From an optimization exercise on the open Yosys and OpenROAD flow, aimed at small area and few clock cycles; shortcuts taken in it are not production practice. RTL that was checked went through simulation tests only; none was proved equivalent to the original. Power and IR drop assume default switching activity.

## the reference run
==> module mul_divider, before the edit <==
module mul_divider
(
    input   wire    rst,
    input   wire    clk,
    output  wire    muldiv_int,
                                        input   wire    muldiv_cn_wctrl,
                                        input   wire    muldiv_ar_wctrl,
    output  wire  [7:0] muldiv_br,      input   wire    muldiv_br_wctrl,
    output  wire  [7:0] muldiv_hr,      input   wire    muldiv_hr_wctrl,
    output  wire  [7:0] muldiv_cr,      input   wire    muldiv_cr_wctrl,
    input   wire  [7:0] dbus_wdata
  );
reg           muldiv_f;
reg           muldiv_md;       
reg   [1:0]   muldiv_sm;       
reg   [7:0]   ar_reg;
reg   [7:0]   br_reg;
reg   [7:0]   hr_reg;
reg   [7:0]   cr_reg;
reg   [2:0]   cnt_reg;
wire          muldiv_run = |cnt_reg;
assign  muldiv_br   =br_reg;
assign  muldiv_hr   =hr_reg;
assign  muldiv_cr   =cr_reg;
assign  muldiv_int  = muldiv_f;
wire  [7:0] a0 = muldiv_ar_wctrl ? dbus_wdata : ar_reg;
wire  [7:0] b0 = muldiv_br_wctrl ? dbus_wdata : br_reg;
wire  [7:0] h0 = muldiv_hr_wctrl ? dbus_wdata : hr_reg;
wire        start = (muldiv_cn_wctrl & dbus_wdata[5])
                  | (muldiv_ar_wctrl & (muldiv_sm==2'h1))
                  | (muldiv_br_wctrl & (muldiv_sm==2'h2))
                  | (muldiv_hr_wctrl & (muldiv_sm==2'h3));
wire        md_eff = muldiv_cn_wctrl ? dbus_wdata[3] : muldiv_md;
wire        last   = ~start & (cnt_reg == 3'h7);
function [9:0] add9;
  input [8:0] a;
  input [8:0] b;
  input       cin;
  reg   [8:0] g, p;
  reg   [9:0] c;
  reg         gg, pp;
  integer i, k;
  begin
    g = a & b;
    p = a ^ b;
    c[0] = cin;
    for (k = 0; k < 3; k = k + 1)
    begin
      gg = g[3*k+2] | (p[3*k+2] & g[3*k+1]) | (p[3*k+2] & p[3*k+1] & g[3*k]);
      pp = p[3*k+2] & p[3*k+1] & p[3*k];
      c[3*k+1] = g[3*k]   | (p[3*k]   & c[3*k]);
      c[3*k+2] = g[3*k+1] | (p[3*k+1] & g[3*k]) | (p[3*k+1] & p[3*k] & c[3*k]);
      c[3*k+3] = gg | (pp & c[3*k]);
    end
    add9 = {c[9], p ^ c[8:0]};
  end
endfunction
wire  [7:0]    m_h = muldiv_run ? hr_reg : 8'h0;
wire  [7:0]    m_c = muldiv_run ? cr_reg : a0;
wire  [8:0]    m_p0 = {1'b0, b0 & {8{m_c[0]}}};
wire  [8:0]    m_p1 = {b0 & {8{m_c[1]}}, 1'b0};
wire  [8:0]    m_p2 = {1'b0, m_h};
wire  [8:0]    m_sv = m_p0 ^ m_p1 ^ m_p2;
wire  [8:0]    m_cv = {(m_p0[7:0] & m_p1[7:0]) | (m_p0[7:0] & m_p2[7:0]) | (m_p1[7:0] & m_p2[7:0]), 1'b0};
wire  [9:0]    m_s = add9(m_sv, m_cv, 1'b0);
wire  [15:0]   m_next = {m_s, m_c[7:2]};
reg   [7:0]  r_rem;
reg   [15:0] r_x;
reg   [8:0]  r_t;
reg   [9:0]  r_d;
integer j;
always @*
begin
  r_rem = muldiv_run ? cr_reg : 8'h0;
  r_x   = {h0, b0};
  for (j = 0; j < 2; j = j + 1)
  begin
    r_t   = {r_rem, r_x[15]};
    r_d   = add9(r_t, ~{1'b0, a0}, 1'b1);
    r_d[9] = ~r_d[9];
    r_rem = r_d[9] ? r_t[7:0] : r_d[7:0];
    r_x   = {r_x[14:0], ~r_d[9]};
  end
end
always
@(negedge rst or posedge clk)
begin
  if(~rst)
  begin
    {muldiv_f,muldiv_md,muldiv_sm}<=4'h0;
    ar_reg <=8'h0;
    br_reg <=8'h0;
    hr_reg <=8'h0;
    cr_reg <=8'h0;
    cnt_reg <=3'h0;
  end
  else
  begin
    if(muldiv_cn_wctrl) begin {muldiv_f,muldiv_md,muldiv_sm}<={dbus_wdata[6],dbus_wdata[3],dbus_wdata[1:0]}; cnt_reg<=3'h0; end
    if(muldiv_ar_wctrl) ar_reg<=dbus_wdata;
    if(muldiv_br_wctrl) br_reg<=dbus_wdata;
    if(muldiv_hr_wctrl) hr_reg<=dbus_wdata;
    if(muldiv_cr_wctrl) cr_reg<=dbus_wdata;
    if(start | (muldiv_run & ~muldiv_cn_wctrl))
    begin
      cnt_reg <= start ? (md_eff ? 3'h1 : 3'h5) : cnt_reg + 1'b1;
      muldiv_f <= last;
      if(~md_eff)
        {hr_reg,cr_reg} <= m_next;
      else
      begin
        {hr_reg,br_reg} <= r_x;
        cr_reg <= r_rem;
      end
    end
  end
end
endmodule
Settings: LEC_CHECK=0, ABC_AREA=1, CAP_MARGIN=20, CORE_MARGIN=2, CORE_UTILIZATION=60, GPL_TIMING_DRIVEN=0, PLACE_DENSITY=0.75, SLEW_MARGIN=20; clock period 5.0 ns.
standard.sh (not shown) runs the stock make flow with config.mk's settings and CLKGATE_MAP_FILE= SYNTH_SCRIPT=/design/flow/synth_recipe.tcl, a recipe that flattens the netlist after the stock synthesis.
==> flow/flow/run.sh <==
#!/bin/bash
# Standard layout (the standard.sh), with the port buffers made from the
# smallest buffer cell instead of the default one, and a clock tree without dummy loads.
export BUFFER_PORTS_ARGS="-buffer_cell sky130_fd_sc_hd__buf_1"
export CTS_ARGS="-sink_clustering_enable -repair_clock_nets -dont_use_dummy_load"
bash standard.sh > standard.log 2>&1
## Diff of input files: the trial run against the reference run
--- a/flow/design.v
+++ b/flow/design.v
@@ -37,23 +37,25 @@
   input [8:0] a;
   input [8:0] b;
   input       cin;
-  reg   [8:0] g, p;
-  reg   [9:0] c;
-  reg         gg, pp;
-  integer i, k;
+  reg   [9:0] g, p, gg, pp, ng, np;
+  integer i, l, d;
   begin
-    g = a & b;
-    p = a ^ b;
-    c[0] = cin;
-    for (k = 0; k < 3; k = k + 1)
+    g  = {a & b, cin};
+    p  = {a ^ b, 1'b0};
+    gg = g; pp = p;
+    for (l = 0; l < 4; l = l + 1)
     begin
-      gg = g[3*k+2] | (p[3*k+2] & g[3*k+1]) | (p[3*k+2] & p[3*k+1] & g[3*k]);
-      pp = p[3*k+2] & p[3*k+1] & p[3*k];
-      c[3*k+1] = g[3*k]   | (p[3*k]   & c[3*k]);
-      c[3*k+2] = g[3*k+1] | (p[3*k+1] & g[3*k]) | (p[3*k+1] & p[3*k] & c[3*k]);
-      c[3*k+3] = gg | (pp & c[3*k]);
+      d  = 1 << l;
+      ng = gg; np = pp;
+      for (i = 0; i < 10; i = i + 1)
+        if ((i / d) % 2 == 1)
+        begin
+          ng[i] = gg[i] | (pp[i] & gg[(i / d) * d - 1]);
+          np[i] = pp[i] & pp[(i / d) * d - 1];
+        end
+      gg = ng; pp = np;
     end
-    add9 = {c[9], p ^ c[8:0]};
+    add9 = {gg[9], p[9:1] ^ gg[8:0]};
   end
 endfunction
 wire  [7:0]    m_h = muldiv_run ? hr_reg : 8'h0;
@@ -65,6 +67,8 @@
 wire  [8:0]    m_cv = {(m_p0[7:0] & m_p1[7:0]) | (m_p0[7:0] & m_p2[7:0]) | (m_p1[7:0] & m_p2[7:0]), 1'b0};
 wire  [9:0]    m_s = add9(m_sv, m_cv, 1'b0);
 wire  [15:0]   m_next = {m_s, m_c[7:2]};
+wire         d_skip = ~muldiv_run & ~muldiv_ar_wctrl & ~muldiv_hr_wctrl
+                    & ({2'b0, hr_reg[7:2]} < ar_reg);
 reg   [7:0]  r_rem;
 reg   [15:0] r_x;
 reg   [8:0]  r_t;
@@ -72,8 +76,8 @@
 integer j;
 always @*
 begin
-  r_rem = muldiv_run ? cr_reg : 8'h0;
-  r_x   = {h0, b0};
+  r_rem = muldiv_run ? cr_reg : (d_skip ? {2'b0, hr_reg[7:2]} : 8'h0);
+  r_x   = d_skip ? {hr_reg[1:0], b0, 6'h0} : {h0, b0};
   for (j = 0; j < 2; j = j + 1)
   begin
     r_t   = {r_rem, r_x[15]};
@@ -104,7 +108,7 @@
     if(muldiv_cr_wctrl) cr_reg<=dbus_wdata;
     if(start | (muldiv_run & ~muldiv_cn_wctrl))
     begin
-      cnt_reg <= start ? (md_eff ? 3'h1 : 3'h5) : cnt_reg + 1'b1;
+      cnt_reg <= start ? (md_eff ? (d_skip ? 3'h4 : 3'h1) : 3'h5) : cnt_reg + 1'b1;
       muldiv_f <= last;
       if(~md_eff)
         {hr_reg,cr_reg} <= m_next;
==> notes.md <==
In the tables for the trial run and the reference run, arrival time at the worst endpoint reads higher with the trial run. Post-cts sizing count: the trial run lower than the reference run. Sort the trial run and the reference run by power per cell area, ascending, and the trial run comes first. The higher net switching power figure of the trial run and the reference run is in the trial run. Sort the trial run and the reference run by setup slack, ascending, and the trial run comes first.
Testbench counts of the trial run, summed over its fixed seeds: cycles 138,347.
Only the layout flow was run in the reference run; the RTL was not checked for function there.

## static timing again, ports no longer ideal
Ports are ideal in the flow. The routed layouts listed here were re-timed in OpenROAD. Step 1: set_driving_cell puts a clkbuf_16 on clk and a buf_2 on each other input, an assumption about the parent block. Step 2, shift: input delay + t, output delay - t, t = (earliest + latest rising clock arrival at the registers) / 2. This alone moves slack from input paths to output paths. Three values: ideal ports, drivers, drivers and shift; two values: the first two.
run	t, ns	slack for setup (ns)	worst setup path after step 2	worst data-port slew with drivers (ns)
the reference run	0.321	0.290 / 0.296 / -0.025	input to register	0.03
the trial run	0.314	0.271 / 0.274 / -0.040	input to register	0.04
With both steps, setup timing fails in the reference run and the trial run, where it was met with ideal ports. For the reference run, which loses most, drivers alone change the setup slack by +0.006 ns; drivers and shift together by -0.315 ns.
